Context: an optimization exercise on an open-source flow, tuned for small area, a short achievable clock period and few clock cycles. The choices shown serve that exercise and are no tape-out recipe.
Only simulation tests tie the RTL to the original design; equivalence was not proved.
Power and IR drop assume default switching activity.

--- flow/config.mk ---
export PLATFORM = sky130hd
export DESIGN_NAME = md5
export DESIGN_NICKNAME = md5
export VERILOG_FILES = /design/flow/design.v
export SDC_FILE = /design/flow/constraint.sdc
export NUM_CORES = 4
export LEC_CHECK = 0
export ABC_AREA = 1
export CAP_MARGIN = 40
export CORE_MARGIN = 2
export CORE_UTILIZATION = 40
export PLACE_DENSITY = 0.6
export SLEW_MARGIN = 30
--- flow/constraint.sdc ---
create_clock -name core_clock -period 16.0 [get_ports {clk}]
set_input_delay 3.2000 -clock core_clock [delete_from_list [all_inputs] [get_ports {clk}]]
set_output_delay 3.2000 -clock core_clock [all_outputs]
set_load 0.01 [all_outputs]
--- flow/design.v ---
module md5(
    input clk,
    input reset_n,
    input done,
    input [63:0] pwd,
    output [127:0] hash_pwd,
    output en
);
reg [31:0] p, b, c, d;
reg [6:0] cnt;
reg en_r;
wire job = reset_n & done;
wire [6:0] cnt_s = (cnt == 7'd68) ? cnt : cnt + 7'd1;
wire [6:0] cnt_n = job ? cnt_s : 7'd0;
reg ld, hold, zb;
reg [4:0] rf_n;    
reg [3:0] rj;      
reg [3:0] rt;      
always @(*) begin
    rf_n = 5'd0;
    if (cnt_s == 7'd1) rf_n = 5'd16;
    if (cnt_s >= 7'd2 && cnt_s <= 7'd16) rf_n = 5'd1;
    if (cnt_s >= 7'd17 && cnt_s <= 7'd32) rf_n = 5'd2;
    if (cnt_s >= 7'd33 && cnt_s <= 7'd48) rf_n = 5'd4;
    if (cnt_s >= 7'd49 && cnt_s <= 7'd64) rf_n = 5'd8;
end
always @(posedge clk) begin
    ld <= !job;
    hold <= (cnt_s == 7'd68);
    zb <= (cnt_s >= 7'd65) && (cnt_s <= 7'd67);
    rj <= 4'd0; rt <= 4'd0;
    if (job) case (cnt_s)
        7'd1: begin rj <= 4'd1; rt <= 4'd8; end
        7'd2: begin rj <= 4'd2; rt <= 4'd8; end
        7'd3: begin rj <= 4'd4; rt <= 4'd8; end
        7'd4: begin rj <= 4'd8; rt <= 4'd4; end
        7'd5: begin rj <= 4'd1; rt <= 4'd8; end
        7'd6: begin rj <= 4'd2; rt <= 4'd8; end
        7'd7: begin rj <= 4'd4; rt <= 4'd8; end
        7'd8: begin rj <= 4'd8; rt <= 4'd4; end
        7'd9: begin rj <= 4'd1; rt <= 4'd8; end
        7'd10: begin rj <= 4'd2; rt <= 4'd8; end
        7'd11: begin rj <= 4'd4; rt <= 4'd8; end
        7'd12: begin rj <= 4'd8; rt <= 4'd4; end
        7'd13: begin rj <= 4'd1; rt <= 4'd8; end
        7'd14: begin rj <= 4'd2; rt <= 4'd8; end
        7'd15: begin rj <= 4'd4; rt <= 4'd8; end
        7'd16: begin rj <= 4'd8; rt <= 4'd4; end
        7'd17: begin rj <= 4'd1; rt <= 4'd2; end
        7'd18: begin rj <= 4'd2; rt <= 4'd1; end
        7'd19: begin rj <= 4'd4; rt <= 4'd1; end
        7'd20: begin rj <= 4'd8; rt <= 4'd1; end
        7'd21: begin rj <= 4'd1; rt <= 4'd2; end
        7'd22: begin rj <= 4'd2; rt <= 4'd1; end
        7'd23: begin rj <= 4'd4; rt <= 4'd1; end
        7'd24: begin rj <= 4'd8; rt <= 4'd1; end
        7'd25: begin rj <= 4'd1; rt <= 4'd2; end
        7'd26: begin rj <= 4'd2; rt <= 4'd1; end
        7'd27: begin rj <= 4'd4; rt <= 4'd1; end
        7'd28: begin rj <= 4'd8; rt <= 4'd1; end
        7'd29: begin rj <= 4'd1; rt <= 4'd2; end
        7'd30: begin rj <= 4'd2; rt <= 4'd1; end
        7'd31: begin rj <= 4'd4; rt <= 4'd1; end
        7'd32: begin rj <= 4'd8; rt <= 4'd1; end
        7'd33: begin rj <= 4'd1; rt <= 4'd1; end
        7'd34: begin rj <= 4'd2; rt <= 4'd4; end
        7'd35: begin rj <= 4'd4; rt <= 4'd4; end
        7'd36: begin rj <= 4'd8; rt <= 4'd8; end
        7'd37: begin rj <= 4'd1; rt <= 4'd1; end
        7'd38: begin rj <= 4'd2; rt <= 4'd4; end
        7'd39: begin rj <= 4'd4; rt <= 4'd4; end
        7'd40: begin rj <= 4'd8; rt <= 4'd8; end
        7'd41: begin rj <= 4'd1; rt <= 4'd1; end
        7'd42: begin rj <= 4'd2; rt <= 4'd4; end
        7'd43: begin rj <= 4'd4; rt <= 4'd4; end
        7'd44: begin rj <= 4'd8; rt <= 4'd8; end
        7'd45: begin rj <= 4'd1; rt <= 4'd1; end
        7'd46: begin rj <= 4'd2; rt <= 4'd4; end
        7'd47: begin rj <= 4'd4; rt <= 4'd4; end
        7'd48: begin rj <= 4'd8; rt <= 4'd8; end
        7'd49: begin rj <= 4'd1; rt <= 4'd4; end
        7'd50: begin rj <= 4'd2; rt <= 4'd2; end
        7'd51: begin rj <= 4'd4; rt <= 4'd2; end
        7'd52: begin rj <= 4'd8; rt <= 4'd2; end
        7'd53: begin rj <= 4'd1; rt <= 4'd4; end
        7'd54: begin rj <= 4'd2; rt <= 4'd2; end
        7'd55: begin rj <= 4'd4; rt <= 4'd2; end
        7'd56: begin rj <= 4'd8; rt <= 4'd2; end
        7'd57: begin rj <= 4'd1; rt <= 4'd4; end
        7'd58: begin rj <= 4'd2; rt <= 4'd2; end
        7'd59: begin rj <= 4'd4; rt <= 4'd2; end
        7'd60: begin rj <= 4'd8; rt <= 4'd2; end
        7'd61: begin rj <= 4'd1; rt <= 4'd4; end
        7'd62: begin rj <= 4'd2; rt <= 4'd2; end
        7'd63: begin rj <= 4'd4; rt <= 4'd2; end
        7'd64: begin rj <= 4'd8; rt <= 4'd2; end
        7'd65: begin rj <= 4'd1; rt <= 4'd8; end
        7'd66: begin rj <= 4'd2; rt <= 4'd8; end
        7'd67: begin rj <= 4'd4; rt <= 4'd8; end
        default: ;
    endcase
end
wire [31:0] c_d = ld ? 32'h98badcfe : hold ? c : b;
wire [31:0] d_d = ld ? 32'h10325476 : hold ? d : c;
reg [31:0] u, v;
always @(posedge clk) begin
    u <= ({32{rf_n[0]}} & c_d)
       | ({32{rf_n[1]}} & (c_d | d_d))
       | ({32{rf_n[2]}} & ~(c_d ^ d_d))
       | ({32{rf_n[3]}} & ~c_d)
       | ({32{rf_n[4]}} & 32'hd76aa477);
    v <= ({32{rf_n[0]}} & d_d)
       | ({32{rf_n[1]}} & (c_d & ~d_d))
       | ({32{rf_n[2]}} & (c_d ^ d_d))
       | ({32{rf_n[3]}} & ~(c_d ^ d_d))
       | ({32{rf_n[4]}} & 32'hd76aa477);
end
reg [31:0] mr;
always @(posedge clk)
    mr <= ({32{(cnt_s == 7'd19) | (cnt_s == 7'd41) | (cnt_s == 7'd48)}} & pwd[63:32])
        | ({32{(cnt_s == 7'd1) | (cnt_s == 7'd16) | (cnt_s == 7'd36) | (cnt_s == 7'd55)}} & pwd[31:0]);
wire [16:0] hi = 17'd1 << cnt_s[6:2];
wire [3:0] lo = 4'd1 << cnt_s[1:0];
wire [31:0] kt;
reg [31:0] kc;
always @(posedge clk) kc <= kt;
assign kt[0] = (hi[0] & (lo[2])) | (hi[1] & (lo[0] | lo[2] | lo[3])) | (hi[2] & (lo[1] | lo[2])) | (hi[3] & (lo[1] | lo[3])) | (hi[4] & (lo[2])) | (hi[5] & (lo[0] | lo[1] | lo[2])) | (hi[6] & (lo[2] | lo[3])) | (hi[7] & (lo[0] | lo[2])) | (hi[8] & (lo[1])) | (hi[9] & (lo[1])) | (hi[10] & (lo[2] | lo[3])) | (hi[11] & (lo[0] | lo[1] | lo[3])) | (hi[12] & (lo[1] | lo[2] | lo[3])) | (hi[13] & (lo[0] | lo[2] | lo[3])) | (hi[14] & (lo[0] | lo[3])) | (hi[15] & (lo[1] | lo[2] | lo[3])) | (hi[16] & (lo[0] | lo[3]));
assign kt[1] = (hi[0] & (lo[1] | lo[2] | lo[3])) | (hi[1] & (lo[0] | lo[1] | lo[2])) | (hi[2] & (lo[1] | lo[3])) | (hi[3] & (lo[0] | lo[1] | lo[2])) | (hi[4] & (lo[0] | lo[3])) | (hi[5] & (lo[1])) | (hi[6] & (lo[0] | lo[1] | lo[2])) | (hi[7] & (lo[3])) | (hi[8] & (lo[0] | lo[2])) | (hi[10] & (lo[0] | lo[1])) | (hi[12] & (lo[1] | lo[2])) | (hi[13] & (lo[0] | lo[1])) | (hi[14] & (lo[0])) | (hi[15] & (lo[0] | lo[2])) | (hi[16] & (lo[1] | lo[2]));
assign kt[2] = (hi[0] & (lo[1] | lo[3])) | (hi[1] & (lo[0])) | (hi[2] & (lo[1] | lo[3])) | (hi[3] & (lo[2])) | (hi[5] & (lo[0])) | hi[6] | (hi[7] & (lo[0])) | (hi[8] & (lo[3])) | (hi[9] & (lo[0])) | (hi[10] & (lo[0] | lo[2] | lo[3])) | (hi[11] & (lo[1] | lo[3])) | (hi[12] & (lo[0] | lo[1] | lo[2])) | (hi[13] & (lo[2])) | (hi[14] & (lo[0] | lo[2])) | (hi[15] & (lo[1])) | (hi[16] & (lo[1] | lo[2]));
assign kt[3] = (hi[0] & (lo[2] | lo[3])) | (hi[1] & (lo[0] | lo[1])) | (hi[2] & (lo[0] | lo[1] | lo[3])) | (hi[3] & (lo[2])) | (hi[4] & (lo[3])) | (hi[5] & (lo[0] | lo[3])) | (hi[6] & (lo[3])) | (hi[7] & (lo[1] | lo[2] | lo[3])) | (hi[8] & (lo[3])) | (hi[9] & (lo[1])) | (hi[10] & (lo[1])) | (hi[11] & (lo[0] | lo[2])) | (hi[12] & (lo[3])) | (hi[13] & (lo[2])) | (hi[14] & (lo[0])) | (hi[15] & (lo[2])) | (hi[16] & (lo[2] | lo[3]));
assign kt[4] = (hi[0] & (lo[1] | lo[2])) | (hi[1] & (lo[2])) | (hi[2] & (lo[0] | lo[2] | lo[3])) | (hi[3] & (lo[1])) | (hi[4] & (lo[2])) | (hi[5] & (lo[0] | lo[1])) | (hi[6] & (lo[1])) | (hi[7] & (lo[1] | lo[2])) | (hi[9] & (lo[3])) | (hi[10] & (lo[1])) | (hi[11] & (lo[0] | lo[2])) | (hi[12] & (lo[1] | lo[3])) | (hi[13] & (lo[1] | lo[2] | lo[3])) | (hi[14] & (lo[2])) | (hi[15] & (lo[1] | lo[2] | lo[3])) | (hi[16] & (lo[1] | lo[2]));
assign kt[5] = (hi[0] & (lo[3])) | (hi[1] & (lo[0] | lo[1])) | (hi[2] & (lo[1] | lo[2] | lo[3])) | (hi[3] & (lo[0] | lo[3])) | (hi[4] & (lo[0] | lo[3])) | (hi[6] & (lo[0] | lo[3])) | (hi[7] & (lo[1])) | (hi[8] & (lo[2])) | (hi[9] & (lo[1] | lo[2] | lo[3])) | (hi[10] & (lo[1])) | hi[11] | (hi[12] & (lo[2] | lo[3])) | (hi[13] & (lo[2])) | (hi[14] & (lo[1] | lo[3])) | (hi[15] & (lo[1] | lo[2])) | (hi[16] & (lo[1] | lo[2]));
assign kt[6] = (hi[0] & (lo[1] | lo[2] | lo[3])) | (hi[2] & (lo[0])) | (hi[3] & (lo[2])) | (hi[4] & (lo[0] | lo[1] | lo[2])) | (hi[5] & (lo[0] | lo[1] | lo[3])) | (hi[6] & (lo[0] | lo[3])) | (hi[7] & (lo[1] | lo[2])) | (hi[8] & (lo[0] | lo[3])) | (hi[9] & (lo[0] | lo[2] | lo[3])) | (hi[10] & (lo[0] | lo[1])) | (hi[11] & (lo[1] | lo[2] | lo[3])) | (hi[12] & (lo[0] | lo[2])) | (hi[13] & (lo[0] | lo[2] | lo[3])) | (hi[14] & (lo[0] | lo[1])) | (hi[16] & (lo[1] | lo[2]));
assign kt[7] = (hi[0] & (lo[3])) | (hi[1] & (lo[0])) | hi[2] | (hi[3] & (lo[1] | lo[2])) | (hi[4] & (lo[3])) | (hi[5] & (lo[2] | lo[3])) | (hi[6] & (lo[0] | lo[2] | lo[3])) | (hi[7] & (lo[2] | lo[3])) | (hi[8] & (lo[1])) | (hi[9] & (lo[1])) | (hi[10] & (lo[0] | lo[1] | lo[2])) | (hi[11] & (lo[1] | lo[2] | lo[3])) | (hi[12] & (lo[1] | lo[2])) | (hi[13] & (lo[0] | lo[1] | lo[3])) | (hi[14] & (lo[1] | lo[3])) | (hi[15] & (lo[0] | lo[3])) | (hi[16] & (lo[2] | lo[3]));
assign kt[8] = (hi[0] & (lo[1] | lo[2])) | (hi[1] & (lo[0] | lo[3])) | (hi[2] & (lo[1] | lo[2] | lo[3])) | (hi[3] & (lo[0] | lo[1] | lo[2])) | (hi[4] & (lo[0] | lo[1] | lo[3])) | (hi[5] & (lo[3])) | (hi[6] & (lo[0] | lo[2])) | (hi[7] & (lo[0])) | (hi[8] & (lo[0] | lo[2])) | (hi[9] & (lo[1] | lo[2])) | (hi[10] & (lo[1] | lo[3])) | (hi[11] & (lo[1])) | (hi[12] & (lo[1] | lo[2])) | (hi[13] & (lo[0] | lo[3])) | (hi[14] & (lo[2] | lo[3])) | (hi[15] & (lo[2] | lo[3])) | (hi[16] & (lo[0] | lo[3]));
assign kt[9] = (hi[0] & (lo[1] | lo[3])) | (hi[1] & (lo[0] | lo[1] | lo[2])) | (hi[2] & (lo[1] | lo[2] | lo[3])) | (hi[3] & (lo[2])) | (hi[4] & (lo[1] | lo[2] | lo[3])) | (hi[5] & (lo[2] | lo[3])) | (hi[7] & (lo[2])) | (hi[8] & (lo[1])) | (hi[9] & (lo[0] | lo[1] | lo[2])) | (hi[10] & (lo[0] | lo[1])) | (hi[11] & (lo[3])) | (hi[12] & (lo[0] | lo[1] | lo[2])) | (hi[14] & (lo[0] | lo[1] | lo[2])) | hi[15] | (hi[16] & (lo[0] | lo[3]));
assign kt[10] = (hi[0] & (lo[1] | lo[3])) | hi[1] | (hi[2] & (lo[1] | lo[3])) | (hi[4] & (lo[0] | lo[3])) | (hi[5] & (lo[1] | lo[2])) | (hi[6] & (lo[0] | lo[2] | lo[3])) | (hi[7] & (lo[1] | lo[3])) | (hi[8] & (lo[1])) | (hi[9] & (lo[1] | lo[3])) | (hi[10] & (lo[0] | lo[1] | lo[3])) | (hi[11] & (lo[2] | lo[3])) | (hi[12] & (lo[1])) | (hi[13] & (lo[1] | lo[2] | lo[3])) | (hi[14] & (lo[0] | lo[1])) | (hi[15] & (lo[0])) | (hi[16] & (lo[1] | lo[2]));
assign kt[11] = (hi[0] & (lo[3])) | (hi[1] & (lo[0])) | (hi[2] & (lo[0] | lo[2])) | (hi[3] & (lo[3])) | (hi[4] & (lo[2])) | (hi[5] & (lo[3])) | (hi[6] & (lo[0] | lo[1] | lo[2])) | (hi[7] & (lo[0] | lo[3])) | (hi[8] & (lo[0] | lo[3])) | hi[9] | (hi[10] & (lo[0] | lo[3])) | (hi[11] & (lo[1] | lo[2])) | (hi[12] & (lo[1])) | (hi[13] & (lo[0] | lo[1] | lo[3])) | (hi[14] & (lo[0])) | (hi[15] & (lo[0])) | (hi[16] & (lo[2] | lo[3]));
assign kt[12] = (hi[0] & (lo[1] | lo[2])) | (hi[1] & (lo[3])) | hi[2] | (hi[3] & (lo[0] | lo[1])) | (hi[4] & (lo[1] | lo[2])) | (hi[5] & (lo[0] | lo[1] | lo[3])) | (hi[6] & (lo[3])) | (hi[8] & (lo[0] | lo[1] | lo[3])) | (hi[9] & (lo[3])) | (hi[10] & (lo[0] | lo[2] | lo[3])) | hi[11] | (hi[12] & (lo[1])) | (hi[13] & (lo[0] | lo[2] | lo[3])) | (hi[14] & (lo[0] | lo[3])) | hi[15] | (hi[16] & (lo[1] | lo[2]));
assign kt[13] = (hi[0] & (lo[1] | lo[2])) | (hi[2] & (lo[1])) | (hi[3] & (lo[1])) | (hi[4] & (lo[0] | lo[1])) | (hi[5] & (lo[2] | lo[3])) | (hi[7] & (lo[0] | lo[1])) | hi[8] | (hi[9] & (lo[0] | lo[3])) | (hi[10] & (lo[0] | lo[1] | lo[2])) | (hi[11] & (lo[2])) | hi[12] | (hi[13] & (lo[2])) | (hi[14] & (lo[0] | lo[1])) | (hi[15] & (lo[0] | lo[1])) | (hi[16] & (lo[0] | lo[3]));
assign kt[14] = (hi[0] & (lo[2] | lo[3])) | (hi[1] & (lo[1] | lo[2])) | (hi[2] & (lo[1] | lo[2] | lo[3])) | (hi[3] & (lo[1] | lo[2])) | (hi[4] & (lo[2] | lo[3])) | (hi[5] & (lo[2] | lo[3])) | (hi[6] & (lo[0])) | (hi[7] & (lo[0] | lo[3])) | (hi[8] & (lo[1] | lo[2])) | (hi[9] & (lo[0] | lo[1] | lo[2])) | (hi[10] & (lo[0])) | (hi[11] & (lo[0] | lo[2] | lo[3])) | (hi[12] & (lo[1])) | hi[13] | (hi[14] & (lo[0] | lo[1] | lo[2])) | hi[15] | (hi[16] & (lo[1] | lo[2]));
assign kt[15] = (hi[0] & (lo[1] | lo[3])) | (hi[1] & (lo[1] | lo[3])) | (hi[2] & (lo[0] | lo[1] | lo[3])) | (hi[4] & (lo[1] | lo[3])) | (hi[5] & (lo[2] | lo[3])) | (hi[6] & (lo[0])) | (hi[7] & (lo[0] | lo[1])) | (hi[8] & (lo[1])) | (hi[9] & (lo[0] | lo[1] | lo[3])) | (hi[11] & (lo[0] | lo[1])) | (hi[12] & (lo[1] | lo[3])) | (hi[13] & (lo[1] | lo[2])) | (hi[14] & (lo[1])) | (hi[15] & (lo[1] | lo[2] | lo[3])) | (hi[16] & (lo[2] | lo[3]));
assign kt[16] = (hi[0] & (lo[1] | lo[3])) | (hi[1] & (lo[1])) | (hi[2] & (lo[2])) | (hi[3] & (lo[2])) | (hi[5] & (lo[0] | lo[2] | lo[3])) | (hi[6] & (lo[0] | lo[1] | lo[2])) | (hi[7] & (lo[0] | lo[1] | lo[2])) | (hi[8] & (lo[1] | lo[2] | lo[3])) | (hi[9] & (lo[2] | lo[3])) | (hi[10] & (lo[0] | lo[1] | lo[2])) | (hi[11] & (lo[1])) | (hi[12] & (lo[0] | lo[3])) | (hi[13] & (lo[0] | lo[2])) | (hi[14] & (lo[2])) | (hi[15] & (lo[0] | lo[2])) | (hi[16] & (lo[0] | lo[3]));
assign kt[17] = (hi[0] & (lo[1])) | (hi[1] & (lo[1] | lo[3])) | (hi[2] & (lo[2])) | (hi[4] & (lo[0] | lo[2] | lo[3])) | (hi[5] & (lo[0] | lo[3])) | (hi[6] & (lo[1] | lo[3])) | hi[7] | (hi[8] & (lo[0])) | hi[9] | (hi[10] & (lo[0] | lo[2])) | (hi[11] & (lo[1] | lo[2])) | (hi[12] & (lo[1] | lo[3])) | (hi[13] & (lo[0] | lo[2])) | hi[15] | (hi[16] & (lo[1] | lo[2]));
assign kt[18] = (hi[0] & (lo[1] | lo[3])) | (hi[1] & (lo[0] | lo[1] | lo[3])) | (hi[2] & (lo[1] | lo[2] | lo[3])) | (hi[3] & (lo[3])) | (hi[4] & (lo[0] | lo[2] | lo[3])) | (hi[5] & (lo[0] | lo[1])) | (hi[6] & (lo[1] | lo[2])) | (hi[7] & (lo[1] | lo[2])) | (hi[8] & (lo[2] | lo[3])) | (hi[9] & (lo[0] | lo[1] | lo[3])) | (hi[10] & (lo[2])) | (hi[11] & (lo[0] | lo[3])) | (hi[12] & (lo[2])) | (hi[13] & (lo[1] | lo[2] | lo[3])) | (hi[14] & (lo[1])) | (hi[15] & (lo[2] | lo[3])) | (hi[16] & (lo[0] | lo[3]));
assign kt[19] = (hi[0] & (lo[3])) | (hi[1] & (lo[0])) | (hi[2] & (lo[2] | lo[3])) | (hi[3] & (lo[1] | lo[2])) | (hi[4] & (lo[0] | lo[2])) | (hi[5] & (lo[0])) | (hi[6] & (lo[3])) | (hi[7] & (lo[1] | lo[2] | lo[3])) | (hi[8] & (lo[0] | lo[2])) | hi[9] | (hi[10] & (lo[0] | lo[2] | lo[3])) | (hi[11] & (lo[1] | lo[3])) | (hi[12] & (lo[0] | lo[1])) | (hi[13] & (lo[0] | lo[1] | lo[2])) | (hi[14] & (lo[0] | lo[1] | lo[3])) | (hi[15] & (lo[1])) | (hi[16] & (lo[2] | lo[3]));
assign kt[20] = (hi[0] & (lo[3])) | (hi[1] & (lo[0] | lo[2])) | (hi[2] & (lo[2] | lo[3])) | hi[3] | (hi[4] & (lo[0] | lo[2] | lo[3])) | (hi[5] & (lo[3])) | (hi[6] & (lo[1] | lo[2] | lo[3])) | (hi[8] & (lo[0] | lo[1] | lo[2])) | hi[9] | (hi[10] & (lo[0])) | (hi[11] & (lo[0] | lo[1])) | (hi[12] & (lo[2] | lo[3])) | (hi[13] & (lo[0])) | (hi[15] & (lo[0] | lo[1] | lo[2])) | (hi[16] & (lo[1] | lo[2]));
assign kt[21] = (hi[0] & (lo[2] | lo[3])) | (hi[1] & (lo[0] | lo[2])) | (hi[2] & (lo[2])) | (hi[3] & (lo[2] | lo[3])) | (hi[4] & (lo[3])) | (hi[5] & (lo[0] | lo[2])) | (hi[6] & (lo[0] | lo[1])) | hi[7] | (hi[8] & (lo[0] | lo[1] | lo[3])) | (hi[9] & (lo[0] | lo[2] | lo[3])) | (hi[10] & (lo[1] | lo[2])) | (hi[11] & (lo[2] | lo[3])) | (hi[12] & (lo[0] | lo[1])) | (hi[13] & (lo[2])) | (hi[14] & (lo[0] | lo[1])) | (hi[15] & (lo[1])) | (hi[16] & (lo[1] | lo[2]));
assign kt[22] = (hi[0] & (lo[1])) | (hi[1] & (lo[0] | lo[3])) | (hi[2] & (lo[1] | lo[2] | lo[3])) | (hi[3] & (lo[2])) | (hi[4] & (lo[1] | lo[2])) | (hi[5] & (lo[1] | lo[3])) | (hi[6] & (lo[0] | lo[2] | lo[3])) | (hi[7] & (lo[0] | lo[1] | lo[2])) | (hi[8] & (lo[0] | lo[1] | lo[3])) | (hi[9] & (lo[1])) | (hi[10] & (lo[2])) | (hi[11] & (lo[0] | lo[1])) | (hi[13] & (lo[0] | lo[2])) | (hi[15] & (lo[0] | lo[2])) | (hi[16] & (lo[0] | lo[3]));
assign kt[23] = (hi[0] & (lo[1] | lo[3])) | (hi[1] & (lo[1])) | (hi[2] & (lo[0] | lo[2])) | (hi[3] & (lo[0] | lo[1] | lo[3])) | (hi[4] & (lo[3])) | (hi[5] & (lo[2] | lo[3])) | (hi[6] & (lo[0] | lo[2])) | (hi[7] & (lo[0] | lo[1])) | (hi[8] & (lo[0] | lo[2] | lo[3])) | hi[9] | hi[10] | hi[11] | (hi[12] & (lo[2] | lo[3])) | (hi[13] & (lo[2] | lo[3])) | (hi[14] & (lo[0])) | (hi[15] & (lo[2] | lo[3])) | (hi[16] & (lo[2] | lo[3]));
assign kt[24] = (hi[0] & (lo[3])) | (hi[1] & (lo[0] | lo[1] | lo[3])) | hi[2] | (hi[3] & (lo[0] | lo[1] | lo[3])) | (hi[4] & (lo[3])) | (hi[5] & (lo[3])) | (hi[6] & (lo[0] | lo[1] | lo[3])) | (hi[7] & (lo[0] | lo[2] | lo[3])) | hi[8] | (hi[9] & (lo[1])) | (hi[11] & (lo[0] | lo[2])) | (hi[12] & (lo[1] | lo[2])) | hi[13] | (hi[14] & (lo[0] | lo[2])) | (hi[15] & (lo[0] | lo[1] | lo[3])) | (hi[16] & (lo[0] | lo[3]));
assign kt[25] = (hi[1] & (lo[1])) | (hi[2] & (lo[1] | lo[2])) | (hi[3] & (lo[0] | lo[2])) | (hi[4] & (lo[0] | lo[2])) | (hi[5] & (lo[0] | lo[1] | lo[3])) | (hi[6] & (lo[1])) | (hi[7] & (lo[2])) | (hi[8] & (lo[0] | lo[1])) | (hi[9] & (lo[1] | lo[2] | lo[3])) | (hi[10] & (lo[1])) | (hi[11] & (lo[1] | lo[2])) | (hi[12] & (lo[1] | lo[2])) | (hi[13] & (lo[1] | lo[2])) | hi[14] | (hi[15] & (lo[0] | lo[2] | lo[3])) | (hi[16] & (lo[0] | lo[3]));
assign kt[26] = (hi[0] & (lo[2])) | (hi[1] & (lo[0] | lo[1] | lo[3])) | (hi[2] & (lo[2])) | (hi[3] & (lo[1] | lo[2])) | (hi[4] & (lo[0] | lo[2])) | (hi[5] & (lo[0] | lo[3])) | (hi[6] & (lo[2] | lo[3])) | (hi[7] & (lo[1] | lo[2] | lo[3])) | hi[8] | (hi[9] & (lo[0] | lo[2] | lo[3])) | (hi[10] & (lo[2] | lo[3])) | (hi[11] & (lo[1] | lo[2] | lo[3])) | (hi[12] & (lo[0] | lo[3])) | hi[13] | (hi[14] & (lo[0] | lo[1] | lo[3])) | (hi[15] & (lo[0] | lo[1])) | (hi[16] & (lo[0] | lo[3]));
assign kt[27] = (hi[0] & (lo[1])) | (hi[1] & (lo[2] | lo[3])) | hi[2] | (hi[3] & (lo[0] | lo[1] | lo[3])) | (hi[4] & (lo[3])) | (hi[5] & (lo[2])) | (hi[7] & (lo[0] | lo[1] | lo[3])) | (hi[8] & (lo[0] | lo[2] | lo[3])) | (hi[9] & (lo[1] | lo[3])) | (hi[10] & (lo[0] | lo[1])) | (hi[11] & (lo[0] | lo[2])) | (hi[12] & (lo[2] | lo[3])) | (hi[13] & (lo[1] | lo[2])) | (hi[14] & (lo[0] | lo[1] | lo[3])) | (hi[15] & (lo[1] | lo[2] | lo[3])) | (hi[16] & (lo[2] | lo[3]));
assign kt[28] = (hi[1] & (lo[0] | lo[3])) | (hi[2] & (lo[2])) | (hi[3] & (lo[1])) | (hi[4] & (lo[0])) | (hi[5] & (lo[0] | lo[2])) | (hi[6] & (lo[2])) | (hi[7] & (lo[1])) | (hi[8] & (lo[0] | lo[3])) | (hi[9] & (lo[2] | lo[3])) | (hi[10] & (lo[2])) | (hi[11] & (lo[0] | lo[2])) | (hi[12] & (lo[0] | lo[3])) | (hi[13] & (lo[2])) | (hi[14] & (lo[1])) | (hi[15] & (lo[0] | lo[1])) | (hi[16] & (lo[1] | lo[2]));
assign kt[29] = (hi[0] & (lo[1] | lo[2])) | (hi[1] & (lo[0] | lo[2] | lo[3])) | (hi[2] & (lo[0] | lo[2])) | (hi[3] & (lo[0] | lo[1] | lo[2])) | (hi[4] & (lo[0] | lo[2] | lo[3])) | (hi[5] & (lo[3])) | (hi[6] & (lo[0] | lo[2])) | (hi[7] & (lo[0] | lo[1] | lo[2])) | (hi[8] & (lo[0] | lo[2] | lo[3])) | (hi[9] & (lo[0] | lo[2] | lo[3])) | (hi[10] & (lo[0] | lo[1])) | (hi[11] & (lo[1])) | (hi[12] & (lo[0] | lo[2] | lo[3])) | (hi[13] & (lo[0] | lo[2])) | (hi[14] & (lo[0] | lo[1] | lo[2])) | hi[15] | (hi[16] & (lo[0] | lo[3]));
assign kt[30] = (hi[0] & (lo[1] | lo[3])) | (hi[1] & (lo[0] | lo[1] | lo[3])) | (hi[2] & (lo[0] | lo[2])) | (hi[3] & (lo[0] | lo[1] | lo[3])) | (hi[4] & (lo[0] | lo[1] | lo[3])) | (hi[5] & (lo[0] | lo[2] | lo[3])) | (hi[6] & (lo[1] | lo[2] | lo[3])) | (hi[7] & (lo[1] | lo[2])) | (hi[8] & (lo[0] | lo[2] | lo[3])) | (hi[9] & (lo[1] | lo[2])) | (hi[10] & (lo[1] | lo[2])) | (hi[11] & (lo[0] | lo[1] | lo[3])) | (hi[12] & (lo[0] | lo[1] | lo[3])) | (hi[13] & (lo[0] | lo[2])) | (hi[14] & (lo[0] | lo[1] | lo[3])) | (hi[15] & (lo[0] | lo[3])) | (hi[16] & (lo[0] | lo[3]));
assign kt[31] = (hi[0] & (lo[1] | lo[3])) | (hi[1] & (lo[0] | lo[2] | lo[3])) | (hi[2] & (lo[1] | lo[2] | lo[3])) | (hi[3] & (lo[1] | lo[2])) | (hi[4] & (lo[0] | lo[1] | lo[3])) | (hi[5] & (lo[0] | lo[2] | lo[3])) | (hi[6] & (lo[1] | lo[2])) | (hi[7] & (lo[0] | lo[1] | lo[3])) | (hi[8] & (lo[0] | lo[1] | lo[3])) | (hi[9] & (lo[0] | lo[2] | lo[3])) | (hi[10] & (lo[1] | lo[2])) | (hi[11] & (lo[0] | lo[1] | lo[3])) | (hi[12] & (lo[0] | lo[2] | lo[3])) | (hi[13] & (lo[1] | lo[2] | lo[3])) | (hi[14] & (lo[1] | lo[2])) | (hi[15] & (lo[0] | lo[1] | lo[3])) | (hi[16] & (lo[2] | lo[3]));
wire [31:0] p_next;
md5_addp u_addp (.x(d), .y(kc), .z(mr), .s(p_next));
wire [31:0] f = (b & u) | (~b & v);
wire [31:0] w;
md5_addw u_addw (.x(p), .y(f), .s(w));
wire [31:0] wt = ({32{rt[0]}} & w)
               | ({32{rt[1]}} & {w[30:0], w[31]})
               | ({32{rt[2]}} & {w[29:0], w[31:30]})
               | ({32{rt[3]}} & {w[28:0], w[31:29]});
wire [31:0] r = ({32{rj[0]}} & {wt[27:0], wt[31:28]})
              | ({32{rj[1]}} & {wt[22:0], wt[31:23]})
              | ({32{rj[2]}} & {wt[17:0], wt[31:18]})
              | ({32{rj[3]}} & {wt[11:0], wt[31:12]});
wire [31:0] b_next;
wire [31:0] b_in = ld ? 32'hefcdab89 : zb ? 32'd0 : b;
md5_addb u_addb (.x(b_in), .y(r), .s(b_next));
always @(posedge clk) begin
    cnt <= cnt_n;
    en_r <= job && (cnt == 7'd67 || cnt == 7'd68);
end
always @(posedge clk) begin
    if (ld) begin
        p <= pwd[63:32];
        c <= c_d;
        d <= d_d;
    end else if (!hold) begin
        p <= p_next;
        c <= c_d;
        d <= d_d;
    end
end
always @(posedge clk) b <= b_next;
function [31:0] bswap(input [31:0] v);
    bswap = {v[7:0], v[15:8], v[23:16], v[31:24]};
endfunction
assign en = en_r;
assign hash_pwd = {bswap({d[6:0], d[31:7]}), bswap(p),
                   bswap({b[16:0], b[31:17]}), bswap({c[11:0], c[31:12]})};
endmodule
module md5_addp(input [31:0] x, input [31:0] y, input [31:0] z, output [31:0] s);
assign s = x + y + z;
endmodule
module md5_addw(input [31:0] x, input [31:0] y, output [31:0] s);
assign s = x + y;
endmodule
module md5_addb(input [31:0] x, input [31:0] y, output [31:0] s);
wire [31:0] p0 = x ^ y;
wire [31:0] g0 = x & y;
wire g0_1 = g0[1] | (p0[1] & g0[0]);
wire p0_1 = p0[1] & p0[0];
wire g0_2 = g0[2] | (p0[2] & g0[1]);
wire p0_2 = p0[2] & p0[1];
wire g0_3 = g0[3] | (p0[3] & g0[2]);
wire p0_3 = p0[3] & p0[2];
wire g0_4 = g0[4] | (p0[4] & g0[3]);
wire p0_4 = p0[4] & p0[3];
wire g0_5 = g0[5] | (p0[5] & g0[4]);
wire p0_5 = p0[5] & p0[4];
wire g0_6 = g0[6] | (p0[6] & g0[5]);
wire p0_6 = p0[6] & p0[5];
wire g0_7 = g0[7] | (p0[7] & g0[6]);
wire p0_7 = p0[7] & p0[6];
wire g0_8 = g0[8] | (p0[8] & g0[7]);
wire p0_8 = p0[8] & p0[7];
wire g0_9 = g0[9] | (p0[9] & g0[8]);
wire p0_9 = p0[9] & p0[8];
wire g0_10 = g0[10] | (p0[10] & g0[9]);
wire p0_10 = p0[10] & p0[9];
wire g0_11 = g0[11] | (p0[11] & g0[10]);
wire p0_11 = p0[11] & p0[10];
wire g0_12 = g0[12] | (p0[12] & g0[11]);
wire p0_12 = p0[12] & p0[11];
wire g0_13 = g0[13] | (p0[13] & g0[12]);
wire p0_13 = p0[13] & p0[12];
wire g0_14 = g0[14] | (p0[14] & g0[13]);
wire p0_14 = p0[14] & p0[13];
wire g0_15 = g0[15] | (p0[15] & g0[14]);
wire p0_15 = p0[15] & p0[14];
wire g0_16 = g0[16] | (p0[16] & g0[15]);
wire p0_16 = p0[16] & p0[15];
wire g0_17 = g0[17] | (p0[17] & g0[16]);
wire p0_17 = p0[17] & p0[16];
wire g0_18 = g0[18] | (p0[18] & g0[17]);
wire p0_18 = p0[18] & p0[17];
wire g0_19 = g0[19] | (p0[19] & g0[18]);
wire p0_19 = p0[19] & p0[18];
wire g0_20 = g0[20] | (p0[20] & g0[19]);
wire p0_20 = p0[20] & p0[19];
wire g0_21 = g0[21] | (p0[21] & g0[20]);
wire p0_21 = p0[21] & p0[20];
wire g0_22 = g0[22] | (p0[22] & g0[21]);
wire p0_22 = p0[22] & p0[21];
wire g0_23 = g0[23] | (p0[23] & g0[22]);
wire p0_23 = p0[23] & p0[22];
wire g0_24 = g0[24] | (p0[24] & g0[23]);
wire p0_24 = p0[24] & p0[23];
wire g0_25 = g0[25] | (p0[25] & g0[24]);
wire p0_25 = p0[25] & p0[24];
wire g0_26 = g0[26] | (p0[26] & g0[25]);
wire p0_26 = p0[26] & p0[25];
wire g0_27 = g0[27] | (p0[27] & g0[26]);
wire p0_27 = p0[27] & p0[26];
wire g0_28 = g0[28] | (p0[28] & g0[27]);
wire p0_28 = p0[28] & p0[27];
wire g0_29 = g0[29] | (p0[29] & g0[28]);
wire p0_29 = p0[29] & p0[28];
wire g0_30 = g0[30] | (p0[30] & g0[29]);
wire p0_30 = p0[30] & p0[29];
wire g0_31 = g0[31] | (p0[31] & g0[30]);
wire p0_31 = p0[31] & p0[30];
wire g1_2 = g0_2 | (p0_2 & g0[0]);
wire p1_2 = p0_2 & p0[0];
wire g1_3 = g0_3 | (p0_3 & g0_1);
wire p1_3 = p0_3 & p0_1;
wire g1_4 = g0_4 | (p0_4 & g0_2);
wire p1_4 = p0_4 & p0_2;
wire g1_5 = g0_5 | (p0_5 & g0_3);
wire p1_5 = p0_5 & p0_3;
wire g1_6 = g0_6 | (p0_6 & g0_4);
wire p1_6 = p0_6 & p0_4;
wire g1_7 = g0_7 | (p0_7 & g0_5);
wire p1_7 = p0_7 & p0_5;
wire g1_8 = g0_8 | (p0_8 & g0_6);
wire p1_8 = p0_8 & p0_6;
wire g1_9 = g0_9 | (p0_9 & g0_7);
wire p1_9 = p0_9 & p0_7;
wire g1_10 = g0_10 | (p0_10 & g0_8);
wire p1_10 = p0_10 & p0_8;
wire g1_11 = g0_11 | (p0_11 & g0_9);
wire p1_11 = p0_11 & p0_9;
wire g1_12 = g0_12 | (p0_12 & g0_10);
wire p1_12 = p0_12 & p0_10;
wire g1_13 = g0_13 | (p0_13 & g0_11);
wire p1_13 = p0_13 & p0_11;
wire g1_14 = g0_14 | (p0_14 & g0_12);
wire p1_14 = p0_14 & p0_12;
wire g1_15 = g0_15 | (p0_15 & g0_13);
wire p1_15 = p0_15 & p0_13;
wire g1_16 = g0_16 | (p0_16 & g0_14);
wire p1_16 = p0_16 & p0_14;
wire g1_17 = g0_17 | (p0_17 & g0_15);
wire p1_17 = p0_17 & p0_15;
wire g1_18 = g0_18 | (p0_18 & g0_16);
wire p1_18 = p0_18 & p0_16;
wire g1_19 = g0_19 | (p0_19 & g0_17);
wire p1_19 = p0_19 & p0_17;
wire g1_20 = g0_20 | (p0_20 & g0_18);
wire p1_20 = p0_20 & p0_18;
wire g1_21 = g0_21 | (p0_21 & g0_19);
wire p1_21 = p0_21 & p0_19;
wire g1_22 = g0_22 | (p0_22 & g0_20);
wire p1_22 = p0_22 & p0_20;
wire g1_23 = g0_23 | (p0_23 & g0_21);
wire p1_23 = p0_23 & p0_21;
wire g1_24 = g0_24 | (p0_24 & g0_22);
wire p1_24 = p0_24 & p0_22;
wire g1_25 = g0_25 | (p0_25 & g0_23);
wire p1_25 = p0_25 & p0_23;
wire g1_26 = g0_26 | (p0_26 & g0_24);
wire p1_26 = p0_26 & p0_24;
wire g1_27 = g0_27 | (p0_27 & g0_25);
wire p1_27 = p0_27 & p0_25;
wire g1_28 = g0_28 | (p0_28 & g0_26);
wire p1_28 = p0_28 & p0_26;
wire g1_29 = g0_29 | (p0_29 & g0_27);
wire p1_29 = p0_29 & p0_27;
wire g1_30 = g0_30 | (p0_30 & g0_28);
wire p1_30 = p0_30 & p0_28;
wire g1_31 = g0_31 | (p0_31 & g0_29);
wire p1_31 = p0_31 & p0_29;
wire g2_4 = g1_4 | (p1_4 & g0[0]);
wire p2_4 = p1_4 & p0[0];
wire g2_5 = g1_5 | (p1_5 & g0_1);
wire p2_5 = p1_5 & p0_1;
wire g2_6 = g1_6 | (p1_6 & g1_2);
wire p2_6 = p1_6 & p1_2;
wire g2_7 = g1_7 | (p1_7 & g1_3);
wire p2_7 = p1_7 & p1_3;
wire g2_8 = g1_8 | (p1_8 & g1_4);
wire p2_8 = p1_8 & p1_4;
wire g2_9 = g1_9 | (p1_9 & g1_5);
wire p2_9 = p1_9 & p1_5;
wire g2_10 = g1_10 | (p1_10 & g1_6);
wire p2_10 = p1_10 & p1_6;
wire g2_11 = g1_11 | (p1_11 & g1_7);
wire p2_11 = p1_11 & p1_7;
wire g2_12 = g1_12 | (p1_12 & g1_8);
wire p2_12 = p1_12 & p1_8;
wire g2_13 = g1_13 | (p1_13 & g1_9);
wire p2_13 = p1_13 & p1_9;
wire g2_14 = g1_14 | (p1_14 & g1_10);
wire p2_14 = p1_14 & p1_10;
wire g2_15 = g1_15 | (p1_15 & g1_11);
wire p2_15 = p1_15 & p1_11;
wire g2_16 = g1_16 | (p1_16 & g1_12);
wire p2_16 = p1_16 & p1_12;
wire g2_17 = g1_17 | (p1_17 & g1_13);
wire p2_17 = p1_17 & p1_13;
wire g2_18 = g1_18 | (p1_18 & g1_14);
wire p2_18 = p1_18 & p1_14;
wire g2_19 = g1_19 | (p1_19 & g1_15);
wire p2_19 = p1_19 & p1_15;
wire g2_20 = g1_20 | (p1_20 & g1_16);
wire p2_20 = p1_20 & p1_16;
wire g2_21 = g1_21 | (p1_21 & g1_17);
wire p2_21 = p1_21 & p1_17;
wire g2_22 = g1_22 | (p1_22 & g1_18);
wire p2_22 = p1_22 & p1_18;
wire g2_23 = g1_23 | (p1_23 & g1_19);
wire p2_23 = p1_23 & p1_19;
wire g2_24 = g1_24 | (p1_24 & g1_20);
wire p2_24 = p1_24 & p1_20;
wire g2_25 = g1_25 | (p1_25 & g1_21);
wire p2_25 = p1_25 & p1_21;
wire g2_26 = g1_26 | (p1_26 & g1_22);
wire p2_26 = p1_26 & p1_22;
wire g2_27 = g1_27 | (p1_27 & g1_23);
wire p2_27 = p1_27 & p1_23;
wire g2_28 = g1_28 | (p1_28 & g1_24);
wire p2_28 = p1_28 & p1_24;
wire g2_29 = g1_29 | (p1_29 & g1_25);
wire p2_29 = p1_29 & p1_25;
wire g2_30 = g1_30 | (p1_30 & g1_26);
wire p2_30 = p1_30 & p1_26;
wire g2_31 = g1_31 | (p1_31 & g1_27);
wire p2_31 = p1_31 & p1_27;
wire g3_8 = g2_8 | (p2_8 & g0[0]);
wire p3_8 = p2_8 & p0[0];
wire g3_9 = g2_9 | (p2_9 & g0_1);
wire p3_9 = p2_9 & p0_1;
wire g3_10 = g2_10 | (p2_10 & g1_2);
wire p3_10 = p2_10 & p1_2;
wire g3_11 = g2_11 | (p2_11 & g1_3);
wire p3_11 = p2_11 & p1_3;
wire g3_12 = g2_12 | (p2_12 & g2_4);
wire p3_12 = p2_12 & p2_4;
wire g3_13 = g2_13 | (p2_13 & g2_5);
wire p3_13 = p2_13 & p2_5;
wire g3_14 = g2_14 | (p2_14 & g2_6);
wire p3_14 = p2_14 & p2_6;
wire g3_15 = g2_15 | (p2_15 & g2_7);
wire p3_15 = p2_15 & p2_7;
wire g3_16 = g2_16 | (p2_16 & g2_8);
wire p3_16 = p2_16 & p2_8;
wire g3_17 = g2_17 | (p2_17 & g2_9);
wire p3_17 = p2_17 & p2_9;
wire g3_18 = g2_18 | (p2_18 & g2_10);
wire p3_18 = p2_18 & p2_10;
wire g3_19 = g2_19 | (p2_19 & g2_11);
wire p3_19 = p2_19 & p2_11;
wire g3_20 = g2_20 | (p2_20 & g2_12);
wire p3_20 = p2_20 & p2_12;
wire g3_21 = g2_21 | (p2_21 & g2_13);
wire p3_21 = p2_21 & p2_13;
wire g3_22 = g2_22 | (p2_22 & g2_14);
wire p3_22 = p2_22 & p2_14;
wire g3_23 = g2_23 | (p2_23 & g2_15);
wire p3_23 = p2_23 & p2_15;
wire g3_24 = g2_24 | (p2_24 & g2_16);
wire p3_24 = p2_24 & p2_16;
wire g3_25 = g2_25 | (p2_25 & g2_17);
wire p3_25 = p2_25 & p2_17;
wire g3_26 = g2_26 | (p2_26 & g2_18);
wire p3_26 = p2_26 & p2_18;
wire g3_27 = g2_27 | (p2_27 & g2_19);
wire p3_27 = p2_27 & p2_19;
wire g3_28 = g2_28 | (p2_28 & g2_20);
wire p3_28 = p2_28 & p2_20;
wire g3_29 = g2_29 | (p2_29 & g2_21);
wire p3_29 = p2_29 & p2_21;
wire g3_30 = g2_30 | (p2_30 & g2_22);
wire p3_30 = p2_30 & p2_22;
wire g3_31 = g2_31 | (p2_31 & g2_23);
wire p3_31 = p2_31 & p2_23;
wire g4_16 = g3_16 | (p3_16 & g0[0]);
wire p4_16 = p3_16 & p0[0];
wire g4_17 = g3_17 | (p3_17 & g0_1);
wire p4_17 = p3_17 & p0_1;
wire g4_18 = g3_18 | (p3_18 & g1_2);
wire p4_18 = p3_18 & p1_2;
wire g4_19 = g3_19 | (p3_19 & g1_3);
wire p4_19 = p3_19 & p1_3;
wire g4_20 = g3_20 | (p3_20 & g2_4);
wire p4_20 = p3_20 & p2_4;
wire g4_21 = g3_21 | (p3_21 & g2_5);
wire p4_21 = p3_21 & p2_5;
wire g4_22 = g3_22 | (p3_22 & g2_6);
wire p4_22 = p3_22 & p2_6;
wire g4_23 = g3_23 | (p3_23 & g2_7);
wire p4_23 = p3_23 & p2_7;
wire g4_24 = g3_24 | (p3_24 & g3_8);
wire p4_24 = p3_24 & p3_8;
wire g4_25 = g3_25 | (p3_25 & g3_9);
wire p4_25 = p3_25 & p3_9;
wire g4_26 = g3_26 | (p3_26 & g3_10);
wire p4_26 = p3_26 & p3_10;
wire g4_27 = g3_27 | (p3_27 & g3_11);
wire p4_27 = p3_27 & p3_11;
wire g4_28 = g3_28 | (p3_28 & g3_12);
wire p4_28 = p3_28 & p3_12;
wire g4_29 = g3_29 | (p3_29 & g3_13);
wire p4_29 = p3_29 & p3_13;
wire g4_30 = g3_30 | (p3_30 & g3_14);
wire p4_30 = p3_30 & p3_14;
wire g4_31 = g3_31 | (p3_31 & g3_15);
wire p4_31 = p3_31 & p3_15;
assign s[0] = p0[0];
assign s[1] = p0[1] ^ g0[0];
assign s[2] = p0[2] ^ g0_1;
assign s[3] = p0[3] ^ g1_2;
assign s[4] = p0[4] ^ g1_3;
assign s[5] = p0[5] ^ g2_4;
assign s[6] = p0[6] ^ g2_5;
assign s[7] = p0[7] ^ g2_6;
assign s[8] = p0[8] ^ g2_7;
assign s[9] = p0[9] ^ g3_8;
assign s[10] = p0[10] ^ g3_9;
assign s[11] = p0[11] ^ g3_10;
assign s[12] = p0[12] ^ g3_11;
assign s[13] = p0[13] ^ g3_12;
assign s[14] = p0[14] ^ g3_13;
assign s[15] = p0[15] ^ g3_14;
assign s[16] = p0[16] ^ g3_15;
assign s[17] = p0[17] ^ g4_16;
assign s[18] = p0[18] ^ g4_17;
assign s[19] = p0[19] ^ g4_18;
assign s[20] = p0[20] ^ g4_19;
assign s[21] = p0[21] ^ g4_20;
assign s[22] = p0[22] ^ g4_21;
assign s[23] = p0[23] ^ g4_22;
assign s[24] = p0[24] ^ g4_23;
assign s[25] = p0[25] ^ g4_24;
assign s[26] = p0[26] ^ g4_25;
assign s[27] = p0[27] ^ g4_26;
assign s[28] = p0[28] ^ g4_27;
assign s[29] = p0[29] ^ g4_28;
assign s[30] = p0[30] ^ g4_29;
assign s[31] = p0[31] ^ g4_30;
endmodule
--- flow/flow/run.sh ---
#!/bin/bash
# Own flow: the standard layout (standard.sh: unchanged synthesis, SDC and
# clock period). Two settings differ from the standard ones:
#  - OpenROAD's timing repair is asked to leave a larger setup margin (in
#    flow/margin.txt) than the standard settings allow, so that it works on the
#    paths that set the achieved period;
#  - every input and output port still gets its own buffer, but a plain
#    sky130_fd_sc_hd__buf_1 instead of the delay buffer buffer_ports picks.
# All tool output goes to standard.log in this folder.
set -o pipefail
MARGIN=$(cat flow/margin.txt)
bash standard.sh SETUP_SLACK_MARGIN=$MARGIN "BUFFER_PORTS_ARGS=-buffer_cell sky130_fd_sc_hd__buf_1" finish > standard.log 2>&1
--- flow/flow/margin.txt ---
11.5
--- flow/standard.sh ---
#!/bin/bash
# synth_recipe.tcl (not shown) runs the flow's synth.tcl, then flattens the netlist and writes it again
# the make line also repeats each setting of config.mk as NAME=value (left out here)
make -C /OpenROAD-flow-scripts/flow DESIGN_CONFIG=/design/flow/config.mk WORK_HOME=/design/flow/orfs CLKGATE_MAP_FILE= SYNTH_SCRIPT=/design/flow/synth_recipe.tcl "${@:-finish}"
==> flow_summary.ini, run 1 <==
[synthesis]
synth-edff-count = 96
synth_ff_type = dfxtp_1
ys_types = 59
yosysTopAreaCell = dfxtp_1
ys_ff_latch = 275
synth-async-reset-ratio = 0
yosys-top-cells-area = dfxtp_1 16%, nand2_1 15%, edfxtp_1 13%
synth_area_per_cell_um2 = 6.791
netlist_area_um2 = 22030
synth_cells = 3244
yosysTopAreaCellShare = 0.1627
syn-num-nets = 3506
ys_warn_count = 1
synth-seq-area-share = 0.2935

[timing]
holdWs_ps = 589.1
rsz0062_at_grt = yes
slew_violations = 0
tns_ps = 0
post-route-min-period_ps = 4584
hold_violations = 0
fin_skew_ps = 37.17
tightest_slew_ps = 895.4
slew_headroom = 0.4008
setup_viol = 0
fin_crit_sh = 0.2865
fmax_mhz = 218.1
fin_ws_ps = 11420

[final_layout]
final_common_cell = nand2_1
final_cells = 4210
finalNetCount = 3737
final_util = 0.4897
layout-area-overhead-vs-synth_pct = 21.73
fin_area_um2 = 26820
drive_gt1_frac = 0.1445
layout_common_cells = 776 x nand2_1, 406 x inv_1, 295 x nor2_1

[critical_path]
cpMaxStageDelayCell = edfxtp_1
cp.required_ps = 12800
crit_family = flip-flops
critPathMaxFanout = 2
crit_chain = clkbuf_2
slowest_delay_ps = 580
crit_arrival_ps = 1380
path_buf_inv = 1
worstSetupPathType = flip-flop to primary output
crit_path_start_kind = flip-flop
end_kind = primary output

[detailed_routing]
viasPerCell = 5.950
drt_iter0_markers = 3468
drc_errors = 0
dr.pass1.iters = 7
drt-wirelength-per-cell_um = 26.37
drtAntennaViolNets = 0
wirelength_um = 111000
vias = 25050

[power]
switching_share = 0.4201
peakVddDrop_mv = 0.06787
p_switching_mw = 1.230
cellPowerDensity_nw_per_um2 = 109.2
leakage_nw = 12.46
p_total_mw = 2.928
p_clk_frac = 0.289
power_frac_comb = 0.407
pwr-share-seq = 0.304
internal_power_mw = 1.698

[global_routing]
grt_pass1_vias = 22650
overflow = 0
grt_max_degree = 72
grt_antenna_before_repair = 9
grt_usage = 0.3759
grt_pass1_wl_um = 156100

[die]
row_count = 86
top_level_ports = 196
core_area_um2 = 54770
die_width_um = 238.7
dieHeight_um = 238.7
initial_core_util = 0.4022
die_area_um2 = 56970

[clocking]
cts_num_sinks = 275
clock_path_buffers = 3
cts_made_buffers = 35
cts_tree = built
hold_buffers = 0
clk_pin_slew_ps = 60
clock_latency_ps = 590
cts_root_buffer = clkbuf_16
htreeDepth = 2

[job]
cap_violations = 0

[place]
placed_cell_area_um2 = 23470
dp_hpwl_um = 82060
port_buffers = 195
placed_cells = 4061
dp_slack_ps = 10650
finalWeightedCongestion = 1.103

[hold_path]
hp-class = flip-flop to flip-flop

[status]
status = complete, no violations
[cells in the mapped netlist, types with 9 or more instances]
cell type  instances
nor4_1            45
o211ai_1          16
nand4_1           73
a21oi_1          134
nand3b_1          15
xnor2_1           14
o22ai_1           37
nor3_1            95
inv_1            416
o221ai_1          26
edfxtp_1          96
nor2_1           317
o2111ai_1         43
o21bai_1           9
buf_2             26
a22oi_1           13
nand2_1          857
a211oi_1          11
buf_1             10
a31oi_1           10
xor2_1            35
ha_1             161
clkbuf_1          73
inv_2             10
o21ai_0          205
fa_1              34
nand3_1          181
dfxtp_1          179
or2_2             18
[layer usage]
| metal | up-vias | routed length, um | global-route usage |
|---|---|---|---|
| li1 | 11360 | - | - |
| met5 | - | 29 | 0 |
| met3 | 383 | 11490 | 0.09226 |
| met1 | 11730 | 42860 | 0.4743 |
| met2 | 1577 | 47960 | 0.5773 |
| met4 | 4 | 8683 | 0.2322 |
[sequential cells by signal (all words and copies together), names as in the netlist]
name	flops
zb	1
rj	4
cnt	7
mr	32
ld	1
en_r	1
p	32
v	32
d	32
b	32
kc	32
c	32
hold	1
u	32
rt	4
[repair_timing]
action                                  CTS  global route
pin swaps                                28            80
setup buffers                            50            30
endpoints found under the setup margin   59            35
cloned                                    0             0
resized for setup                       117           233
[power groups by stage]
stage               registers (mW)  clock network [mW]  logic, mW
detailed placement           0.896                   0      0.969
finish                       0.890               0.845       1.19
global placement             0.898                   0      0.971
CTS                          0.882               0.846       1.05
floorplan                    0.868                   0      0.638
global route                 0.892               0.872       1.29
[logic make-up after synthesis]
| kind of cell | after synthesis | synth area share |
|---|---|---|
| buffers and inverters | 540 | 0.09433 |
| DFF | 275 | 0.2935 |
| xor gates and xnor gates | 50 | 0.02022 |
| adders and majority gates | 195 | 0.1223 |
| and+or+nand+nor | 1641 | 0.3198 |
| AOI/OAI and AO/OA | 543 | 0.1498 |
[final cells by class]
type | instances | area (um^2)
clock inverters | 17 | 219.0
diodes | 5 | 12.51
fillers | 5556 | 27950
repair buffers | 306 | 1617
well taps | 704 | 880.8
clock buffers | 46 | 978.4
inverters | 428 | 1607
multi-input cells | 2429 | 14970
flip-flops and latches | 275 | 6534
[path summary, 6_finish.rpt]
kind / from / to / slack (ps) / cells after the start
max reg2reg: b[0]$_DFF_P_ / b[30]$_DFF_P_ / 11570 / 27
min: cnt[2]$_SDFF_PN0_ / en_r$_DFF_P_ / 590 / 2
min reg2reg: cnt[2]$_SDFF_PN0_ / en_r$_DFF_P_ / 590 / 2
max: d[20]$_DFFE_PP_ / hash_pwd[117] / 11420 / 1
Testbench counts, summed over its fixed seeds: cycles 26,872.
==> run 2, diff against run 1 <==
--- a/flow/config.mk
+++ b/flow/config.mk
@@ -8,6 +8,6 @@
 export ABC_AREA = 1
 export CAP_MARGIN = 40
 export CORE_MARGIN = 2
-export CORE_UTILIZATION = 40
-export PLACE_DENSITY = 0.6
+export CORE_UTILIZATION = 25
+export PLACE_DENSITY = 0.45
 export SLEW_MARGIN = 30
==> flow_summary.ini, run 2 <==
[status]
status = complete, no violations

[critical_path]
crit_path_start_kind = flip-flop
critPathLaunch = d[20]$_DFFE_PP_
r2r_start = b[0]$_DFF_P_
crit_arrival_ps = 1360
worstSetupPathType = flip-flop to primary output
crit_chain = clkbuf_2
critPathMaxFanout = 2
cpMaxStageDelayCell = edfxtp_1
crit_family = flip-flops
cp.required_ps = 12800
end_kind = primary output
slowest_delay_ps = 560
path_buf_inv = 1

[power]
p_total_mw = 2.980
leakage_nw = 12.79
peakVddDrop_mv = 0.09071
cellPowerDensity_nw_per_um2 = 106.8

[synthesis]
yosys-top-cells-area = dfxtp_1 16%, nand2_1 15%, edfxtp_1 13%
synth_ff_type = dfxtp_1
synthXorXnorAreaFrac = 0.02022
synth-seq-area-share = 0.2935
yosys.area_share.adder = 0.1223
synth_most_common_cell = nand2_1
yosysTopAreaCellShare = 0.1627
synth_area_per_cell_um2 = 6.791
synth-async-reset-ratio = 0
ys_warn_count = 1
synth_common_cells = 857 x nand2_1, 416 x inv_1, 317 x nor2_1
syn-num-nets = 3506
synth_compound_gate_area_share = 0.1498
ys_types = 59
yosysTopAreaCell = dfxtp_1
netlist_area_um2 = 22030
synth-edff-count = 96
synth_mux_area_frac = 0
synth_simple_gate_area_share = 0.3198
synth_top_family_by_area = simple AND/OR/NAND/NOR gates
ys_ff_latch = 275
synth_cells = 3244

[global_routing]
grt_antenna_before_repair = 11
grt_pass1_wl_um = 167200
grt_usage = 0.2547
grt_max_degree = 57
overflow = 0
grt_pass1_vias = 23040

[detailed_routing]
vias = 24480
drtAntennaViolNets = 0
wirelength_um = 119300
drt-wirelength-per-cell_um = 25.42
dr.pass1.iters = 6
viasPerCell = 5.219
drc_errors = 0
drt_iter0_markers = 2722

[final_layout]
final_cells = 4691
finalNetCount = 3768
drive_gt1_frac = 0.1660
final_common_cell = nand2_1
layout-area-overhead-vs-synth_pct = 26.66
layout_common_cells = 779 x nand2_1, 402 x inv_1, 295 x nor2_1
antenna_cells = 0

[clocking]
clock_latency_ps = 590
hold_buffers = 0
cts_made_buffers = 38
clk_pin_slew_ps = 60
clock_path_buffers = 3
cts_tree = built
htreeDepth = 2
cts_root_buffer = clkbuf_16
cts_num_sinks = 275

[die]
core_area_um2 = 87020
row_count = 108
dieHeight_um = 300.9
top_level_ports = 196
initial_core_util = 0.2532
die_width_um = 300.9
die_area_um2 = 90510

[hold_path]
hp-class = flip-flop to flip-flop
hp-start = cnt[2]$_SDFF_PN0_

[job]
cap_violations = 0

[place]
placed_cells = 4513
finalWeightedCongestion = 1.010
port_buffers = 195
dp_hpwl_um = 90540

[timing]
holdWs_ps = 598.7
setup_viol = 0
slew_headroom = 0.3409
fin_skew_ps = 30.06
post-route-min-period_ps = 4556
rsz0062_at_grt = yes
tns_ps = 0
tightest_slew_ps = 978.3
fmax_mhz = 219.5
fin_crit_sh = 0.2847
slew_violations = 0
hold_violations = 0
[run 2: layout make-up]
cell class / count / area [um^2]
tap: 1155 / 1445
multi-input combinational: 2429 / 15120
timing repair buffer: 334 / 1921
fill: 9551 / 59120
inverter: 428 / 1612
sequential: 275 / 6533
clock buffer: 49 / 1045
clock inverter: 21 / 226.5
[run 2: power breakdown]
group	switching (mW)	total (mW)	leakage, nW	internal [mW]
logic	0.794	1.22	9.69	0.423
clock network	0.370	0.875	0.614	0.505
registers	0.0820	0.888	2.49	0.806
[run 2: layer usage]
metal  global-route usage  wire length, um  up-vias
met5                    0               34        -
met4               0.1259             7216        6
met3              0.04553             8715      255
met2               0.4054            53330     1084
met1               0.3310            49960    11720
li1                     -                -    11420
[run 2: path summary, 6_finish.rpt]
| kind | end | slack [ps] | depth (start not counted) |
|---|---|---|---|
| setup / recovery | hash_pwd[117] | 11440 | 1 |
| hold / removal | en_r$_DFF_P_ | 600 | 2 |
| setup reg to reg | b[31]$_DFF_P_ | 11620 | 29 |
| hold reg to reg | en_r$_DFF_P_ | 600 | 2 |
[run 2: cells by family after synthesis]
logic type	Yosys count
and+or+nand+nor	1641
adders and majority gates	195
DFF	275
xor gates and xnor gates	50
buffers and inverters	540
AOI/OAI and AO/OA	543
[run 2: timing repair]
item / in CTS / in global routing
pin swaps: 29 / 96
gates resized for setup: 175 / 240
setup endpoints to repair: 76 / 50
buffers inserted: 64 / 43
[run 2: worst reg2reg max path: cells and delay by family (launching register included)]
family | cells | cell delay, ps
buffers and inverters | 6 | 600
adders and majority gates | 3 | 970
AOI/OAI and AO/OA | 3 | 290
DFF | 1 | 360
and+or+nand+nor | 17 | 2120
[run 2: per-stage QoR]
stage | util | setup slack [ps] | area [um^2]
after floorplan | - | 11840 | 22030
after global routing | 0.3207 | 11410 | 27900
final | 0.3207 | 11440 | 27900
after global placement | 0.2756 | 10610 | 23990
after CTS | 0.3056 | 11420 | 26590
after detailed placement | 0.2761 | 10690 | 24030

static timing again, ports no longer ideal:
How much do the figures lean on ideal ports? The routed layouts below were timed once more, with nothing changed but the port constraints. Step 1, drivers: a clkbuf_16 drives clk and a buf_2 each remaining input, both assumed. Step 2 adds t to the input delays and takes it off the output delays; t is the mean of the earliest and latest rising clock arrival at the registers after step 1. Input paths then give back, and output paths get back, about the clock's delay inside the block. Three values: no drivers, after step 1, after step 2; two values: the first two.
| run | t, ns | slack for setup (ns) | worst data-port slew with drivers (ns) | cell pins on the clock port's net |
|---|---|---|---|---|
| run 1 | 0.633 | 11.416 / 11.350 / 11.391 | 0.10 | 1 |
| run 2 | 0.640 | 11.444 / 11.379 / 11.537 | 0.05 | 1 |
After both steps setup and hold are still met in every run listed. The setup slack of run 1, which loses most, moves by -0.066 ns with the drivers and by -0.025 ns with both steps.
